Source: an optimization exercise on an open RTL-to-GDS flow (aim: small area). Production flows keep margins and buffers that such runs may drop. Only simulation tests tie the RTL to the original design; equivalence was not proved. Power figures rest on the tool's default switching activity, not on a simulated workload.

==> flow/design.v <==
module lcdSync
#(
	parameter LCD_HEIGHT = 280,  
	parameter LCD_WIDTH = 480  
)
(
	input wire CLK,
	input wire RST_IN,
	output wire LCD_PWM,
	output wire LCD_HSYNC,
	output wire LCD_VSYNC,
	output wire LCD_DEN,
	output wire [10:0] X,
	output wire [10:0] Y
);
localparam tvf = 4;  
localparam tvp = 9;  
localparam tvb = 1;  
localparam tv = tvf+tvp+tvb+LCD_HEIGHT;  
localparam thf = 2;  
localparam thp = 40;  
localparam thb = 1;  
localparam th = thf+thp+thb+LCD_WIDTH;  
reg [10:0] counter_hs;
reg [10:0] counter_vs;
always @(posedge CLK)
begin
	if (RST_IN == 1'b0)
	begin
		counter_hs <= 0;
		counter_vs <= 0;
	end
	else
	begin
		if (counter_hs == th)
		begin
			if (counter_vs == tv)
				counter_vs <= 0;
			else
				counter_vs <= counter_vs + 1;
			counter_hs <= 0;
		end
		else
			counter_hs <= counter_hs + 1;
	end
end
assign LCD_PWM = (RST_IN == 1) ? 1'b1 : 1'b0;
assign LCD_VSYNC = (counter_vs < tvp) ? 0 : 1;
assign LCD_HSYNC = (counter_hs < thp) ? 0 : 1;
assign LCD_DEN = (thp+thb<=counter_hs && counter_hs<=th-thf && tvp+tvb<=counter_vs && counter_vs<=tv-tvf) ? 1 : 0;
assign X = LCD_DEN ? counter_hs-thp-thb : 10'b0;
assign Y = LCD_DEN ? counter_vs-tvp-tvb : 10'b0;
endmodule
module lcdPong
#(
	parameter LCD_HEIGHT = 280,
	parameter LCD_WIDTH = 480
)
(
	input wire CLK,
	input wire RST_IN,
	output wire [7:0] R,
	output wire [7:0] G,
	output wire [7:0] B,
	input wire DEN,
	input wire [10:0] X,
	input wire [10:0] Y,
	output wire [31:0] SEG_HEX_ALL,
	input wire [7:0] BUTTONS
);
localparam BALL_SLOW = 32'd2_999;
localparam BALL_SIZE = 5;
localparam RACKET_SIZE = 40;
localparam RACKET_Y_SLOW = 10;  
reg [23:0] color;
reg [31:0] cptTime;
reg [8:0] ballX;
reg [8:0] ballY;
reg ballDirX;
reg ballDirY;
reg [8:0] racket1Y;
reg [8:0] racket2Y;
reg [RACKET_Y_SLOW:0] racket1YSlowCpt;
reg [RACKET_Y_SLOW:0] racket2YSlowCpt;
reg [7:0] score1;
reg [7:0] score2;
always@(posedge CLK)
begin
	if (RST_IN == 0)
	begin
		racket1Y <= 0;
		racket1YSlowCpt <= 0;
		racket2Y <= 0;
		racket2YSlowCpt <= 0;
		score1 <= 0;
		score2 <= 0;
		cptTime <= 0;
		ballX <= LCD_WIDTH/2;
		ballY <= LCD_HEIGHT/2;
		ballDirX <= 1'b0;
		ballDirY <= 1'b0;
		color <= 24'h000000;
	end
	else
	begin
		if (cptTime == BALL_SLOW)
		begin
			cptTime <= 0;
			if (ballDirX)
			begin
				if (ballX == LCD_WIDTH-1-BALL_SIZE && racket2Y <= ballY && ballY <= racket2Y+RACKET_SIZE)
					ballDirX <= ~ballDirX;
				else if (ballX == LCD_WIDTH-1)
				begin
					ballX <= BALL_SIZE+1;
					score1 <= score1+1;
				end
				else
					ballX <= ballX + 1'b1;
			end
			else
			begin
				if (ballX == BALL_SIZE && racket1Y <= ballY && ballY <= racket1Y+RACKET_SIZE)
					ballDirX <= ~ballDirX;
				else if (ballX == 0)
				begin
					ballX <= LCD_WIDTH-2-BALL_SIZE;
					score2 <= score2+1;
				end
				else
					ballX <= ballX - 1'b1;
			end
			if (ballDirY)
			begin
				if (ballY == LCD_HEIGHT-1-BALL_SIZE)
					ballDirY <= ~ballDirY;
				else
					ballY <= ballY + 1'b1;
			end
			else
			begin
				if (ballY == BALL_SIZE)
					ballDirY <= ~ballDirY;
				else
					ballY <= ballY - 1'b1;
			end
		end
		else
			cptTime <= cptTime + 1'b1;
		{racket1Y, racket1YSlowCpt} <= {racket1Y, racket1YSlowCpt} + BUTTONS[0] - BUTTONS[1];
		if (racket1Y == 0)
			racket1Y <= 1;
		else if (LCD_HEIGHT-RACKET_SIZE == racket1Y)
			racket1Y <= LCD_HEIGHT-RACKET_SIZE-1;
		{racket2Y, racket2YSlowCpt} <= {racket2Y, racket2YSlowCpt} + BUTTONS[6] - BUTTONS[7];
		if (racket2Y == 0)
			racket2Y <= 1;
		else if (LCD_HEIGHT-RACKET_SIZE == racket2Y)
			racket2Y <= LCD_HEIGHT-RACKET_SIZE-1;
		if (DEN)
		begin
			if (X==0 && racket1Y<Y && Y<racket1Y+RACKET_SIZE)
				color[23:0] <= 24'h00ff00;
			else if (X == LCD_WIDTH-1 && racket2Y<Y && Y<racket2Y+RACKET_SIZE)
				color[23:0] <= 24'h00ff00;
			else if (ballX-BALL_SIZE <= X && X <= ballX+BALL_SIZE && ballY-BALL_SIZE <= Y && Y <= ballY+BALL_SIZE)
				color[23:0] <= 24'hff0000;
			else if (Y==0 || Y==LCD_HEIGHT-1)
				color[23:0] <= 24'hffffff;		
			else
				color[23:0] <= 24'h000000;
		end
		else
			color <= 24'h000000;
	end
end
assign R = color[23:16];
assign G = color[15:8];
assign B = color[7:0];
assign SEG_HEX_ALL = {score1, 8'b0, 8'b0, score2};
endmodule
module pongLcd
(
	input wire CLK,
	input wire RST_IN,
	input wire [7:0] BUTTONS,
	output wire [7:0] R,
	output wire [7:0] G,
	output wire [7:0] B,
	output wire LCD_HSYNC,
	output wire LCD_VSYNC,
	output wire LCD_DEN,
	output wire LCD_PWM,
	output wire [31:0] SEG_HEX_ALL
);
	parameter LCD_HEIGHT = 272;
	parameter LCD_WIDTH = 479;
	wire [10:0] x;
	wire [10:0] y;
	lcdSync
	#(
		.LCD_HEIGHT(LCD_HEIGHT),
		.LCD_WIDTH(LCD_WIDTH)
	)
	myLcdSync
	(
		.CLK(CLK),
		.RST_IN(RST_IN),
		.LCD_PWM(LCD_PWM),
		.LCD_HSYNC(LCD_HSYNC),
		.LCD_VSYNC(LCD_VSYNC),
		.LCD_DEN(LCD_DEN),
		.X(x),
		.Y(y)
	);
	lcdPong
	#(
		.LCD_HEIGHT(LCD_HEIGHT),
		.LCD_WIDTH(LCD_WIDTH)
	)
	myLcdPong
	(
		.CLK(CLK),
		.RST_IN(RST_IN),
		.R(R),
		.G(G),
		.B(B),
		.DEN(LCD_DEN),
		.X(x),
		.Y(y),
		.SEG_HEX_ALL(SEG_HEX_ALL),
		.BUTTONS(BUTTONS)
	);
endmodule
==> flow/run.sh <==
#!/bin/bash
# synth_recipe.tcl (not shown) runs the flow's synth.tcl, then flattens the netlist and writes it again
# the make line also repeats each setting of config.mk as NAME=value (left out here)
make -C /OpenROAD-flow-scripts/flow DESIGN_CONFIG=/design/flow/config.mk WORK_HOME=/design/flow/orfs CLKGATE_MAP_FILE= SYNTH_SCRIPT=/design/flow/synth_recipe.tcl finish
==> flow/config.mk <==
export PLATFORM = sky130hd
export DESIGN_NAME = pongLcd
export DESIGN_NICKNAME = pongLcd
export VERILOG_FILES = /design/flow/design.v
export SDC_FILE = /design/flow/constraint.sdc
export NUM_CORES = 4
export LEC_CHECK = 0
export CAP_MARGIN = 20
export CORE_MARGIN = 2
export CORE_UTILIZATION = 40
export SLEW_MARGIN = 20
==> flow/constraint.sdc <==
create_clock -name core_clock -period 5.0 [get_ports {CLK}]
set_input_delay 1.0000 -clock core_clock [delete_from_list [all_inputs] [get_ports {CLK}]]
set_output_delay 1.0000 -clock core_clock [all_outputs]
set_load 0.01 [all_outputs]
==> results.txt <==
outcome complete, no violations; # nets final 1762; synthesized flop and latch total between 100 and 150; routed len/inst 15.0 um; Core Footprint about 30000 um^2; worst reg2reg path depth 18; row count 64; post-synth top area share 21.8%; post-synth cell types 85; GRT Total Usage 19.0%; Post-CTS Resized 0; Worst EP required between 5 and 6 ns; peak supply drop between 0.0003 and 0.0004 V; grt total ovfl 0; Syn Inst Count 1543; setup TNS 0 ns; ANT cells 0; routability congestion estimate 0.898; CTS tree built; max frequency 0.227 GHz; Final Cycle Share just under 90%; Hold EP myLcdPong.cptTime[0]$_SDFF_PP0_; TritonCTS Buffers 17; vias in the first global route 9862; Initial Util between 40 and 50%; RSZ-0062 raised after global routing no; CTS Sinks ~130; PortBufs a little under 50; via count 10500; vias per cell between 5 and 6; DRT iter0 DRCs about 660; Min-Delay Path Class flip-flop to flip-flop; worst slew pin tran about 0.9 ns; pwr dens 413 nW/um^2; dominant cell type by area after synthesis dfxtp_1; Leak Pwr 5.79 nW; DRT Wirelength slightly below 30000 um; final hold vios 0; postcts setup bufs 0; Remaining DRCs 0; I/O pin count 70; register area share after synthesis a little over a fifth; crit path capture type flip-flop; kind of critical path flip-flop to flip-flop; largest net degree at the start of global routing 32; Mean Syn Cell Area 7.92 um^2; Setup Skew 0.0129 ns; most frequent cells in the layout ha_1, nor2_1, dfxtp_1, nand2_1, inv_1; Synth Flop Type dfxtp_1; post-DP HPWL 22200 um; FFs w/ async S/R, synth 0%; CP arrival ~4.7 ns; Setup Viol. Count Final 0; initial antenna violation count 0; Synth Cell Area between 10000 and 15000 um^2; die extent in x 179 um; Synth Warn # 2; Initial DRT Pass Iterations 6; Area contributors post-synth dfxtp_1, ha_1, xnor2_1; Area Overhead vs Synth 10.2%; Reg2Reg Launch Point myLcdSync.counter_vs[1]$_SDFFE_PN0P_; die area about 32000 um^2; Worst setup SP type flip-flop; Final ANT Viol Nets 0; hold_buf cts 0; cell depth of the worst hold path 1; HP Start myLcdPong.cptTime[0]$_SDFF_PP0_; global-route wire length before repair roughly 49000 um; commonest non-fill, non-tap cell in the layout ha_1; root buf cell clkbuf_16; Die Y 179 um; Max Root-Sink Buffers 2; Tot Pwr 0.00557 W; layout cells sized above 1 under 10%; reg2reg setup slack just under 0.6 ns; clock latency on the worst-skew pair around 0.43 ns; cell count after placement ~1900; fin util ~44%; Slew Viols, Final 0; Max Fanout on Critical Path 19; minimum clock period 4.41 ns; Relative slew margins 40.4%; clock-pin slew on the worst setup and hold paths 0.07 ns; H-tree depth 4; reg-to-reg endpoint myLcdPong.color[14]$_SDFF_PN0_; max cap viols 0; number of flops mapped to enable cells by yosys 0; non-filler cells in the finished layout around 2000
[sequential cells by signal (all words and copies together), names as in the netlist]
signal and cells:
myLcdPong.color 3, myLcdPong.racket2YSlowCpt 11, myLcdPong.ballX 9, myLcdSync.counter_hs 11, myLcdPong.racket1YSlowCpt 11, myLcdSync.counter_vs 11, myLcdPong.score2 8, myLcdPong.ballY 9
myLcdPong.cptTime 32, myLcdPong.racket2Y 9, myLcdPong.ballDirX 1, myLcdPong.ballDirY 1, myLcdPong.score1 8, myLcdPong.racket1Y 9
[final cells by class]
cell class,count,area [um^2]
fillers,3021,16900
repair buffers,60,578
flip-flops and latches,133,2660
inverters,108,405
multi-input cells,1232,8710
well taps,396,495
clock buffers,18,429
clock inverters,14,193
[routing by layer]
layer  vias to the layer above  GRT usage [%]  part of all wire (%)
li1                       5403              -                     -
met1                      4950           25.5                    49
met2                       142           31.5                    46
met3                        29           3.03                   3.1
met4                         0           4.98                   1.5
met5                         -              0                     0
[critical path: stages (launching register included)]
cell and delay [ns]:
dfxtp_1 0.42, inv_1 0.15, ha_1 0.25, nor2b_1 0.08, a311o_1 0.40, a211oi_4 0.37, nand3_2 0.14, inv_2 0.28
nand2b_1 0.23, inv_1 0.20, ha_1 0.27, a21oi_1 0.16, nor2b_1 0.06, a2111oi_0 0.32, o21ai_0 0.16, o311ai_0 0.21
nand4_1 0.22, nor3b_2 0.21, a31o_1 0.18
[through the flow]
stage / instance area [um^2] / setup WS [ns] / hold WS, ns
6_report: 13500 / 0.590 / 0.446
5_1_grt: 13500 / 0.223 / 0.478
4_1_cts: 13500 / 0.624 / 0.450
3_5_place_dp: 12800 / 0.646 / 0.442
3_3_place_gp: 12800 / 0.689 / 0.425
2_1_floorplan: 12300 / 0.961 / 0.413
[cells by family after synthesis]
group / after synthesis / share of synthesized area (%)
AND/OR/NAND/NOR: 552 / 22.4
XOR/XNOR: 137 / 9.82
flip-flops: 133 / 21.8
adder cells (fa/ha/maj): 200 / 20.7
other: 2 / 0.0614
AO/OA/AOI/OAI: 319 / 17.3
multiplexers: 6 / 0.532
buffers and inverters: 194 / 7.44
[synthesized netlist by cell type, types with 8 or more instances]
| library cell | instances |
|---|---|
| clkbuf_1 | 35 |
| nand4_1 | 28 |
| nand2b_1 | 22 |
| and3_1 | 25 |
| o21a_1 | 14 |
| nor2b_1 | 31 |
| nor2_1 | 166 |
| nor4_1 | 17 |
| inv_1 | 105 |
| ha_1 | 197 |
| o211ai_1 | 10 |
| a21oi_1 | 91 |
| a21o_1 | 31 |
| dfxtp_1 | 133 |
| nor3_1 | 35 |
| o21ai_0 | 66 |
| a221oi_1 | 10 |
| xnor2_1 | 73 |
| a31oi_1 | 13 |
| nand3_1 | 43 |
| or3_1 | 19 |
| xor2_1 | 64 |
| a211oi_1 | 8 |
| nand2_1 | 114 |
| and2_1 | 13 |
| buf_4 | 38 |
[where the power goes]
part           internal [W]  switching [W]
Combinational       0.00127        0.00156
Clock              0.000798       0.000537
Sequential          0.00121       0.000190
Total               0.00328        0.00228
[how the worst max path moves through the flow]
stage | from | slack [ns] | to | cells after the start
6_report | myLcdSync.counter_vs[1]$_SDFFE_PN0P_ | 0.59 | myLcdPong.color[14]$_SDFF_PN0_ | 18
5_1_grt | myLcdSync.counter_vs[1]$_SDFFE_PN0P_ | 0.22 | myLcdPong.color[22]$_SDFF_PP0_ | 19
4_1_cts | myLcdSync.counter_vs[1]$_SDFFE_PN0P_ | 0.62 | myLcdPong.color[14]$_SDFF_PN0_ | 18
3_5_place_dp | myLcdSync.counter_vs[1]$_SDFFE_PN0P_ | 0.65 | myLcdPong.color[14]$_SDFF_PN0_ | 18
3_3_place_gp | myLcdSync.counter_vs[1]$_SDFFE_PN0P_ | 0.69 | myLcdPong.color[14]$_SDFF_PN0_ | 18
2_1_floorplan | myLcdSync.counter_vs[1]$_SDFFE_PN0P_ | 0.96 | myLcdPong.color[14]$_SDFF_PN0_ | 19

==> port drivers added, routing unchanged <==
The results above use ideal ports. As a check the final layout listed here was re-extracted and re-timed, cells and wires unchanged. Step 1 (the two cells are an assumption about what drives the block):
set clk [get_ports {CLK}]
set_driving_cell -lib_cell sky130_fd_sc_hd__clkbuf_16 $clk
set_driving_cell -lib_cell sky130_fd_sc_hd__buf_2 [delete_from_list [all_inputs] $clk]
Step 2 times the ports against the registers' clock, not the clock port: input delays grow and output delays shrink by t, the midpoint of the rising clock arrivals with the driver on. Three values: ideal, step 1, step 2; two values: the first two.
t, ns: 0.475
slack for setup (ns): 0.590 / 0.590 / 0.590
worst setup path after step 2: register to register
clock arrival spread, ns: 0.013 / 0.013
worst register clock-pin slew, ns: 0.07 / 0.07
After both steps setup and hold are still met in this run. For this run, drivers alone change the setup slack by 0.000 ns; drivers and shift together by 0.000 ns.
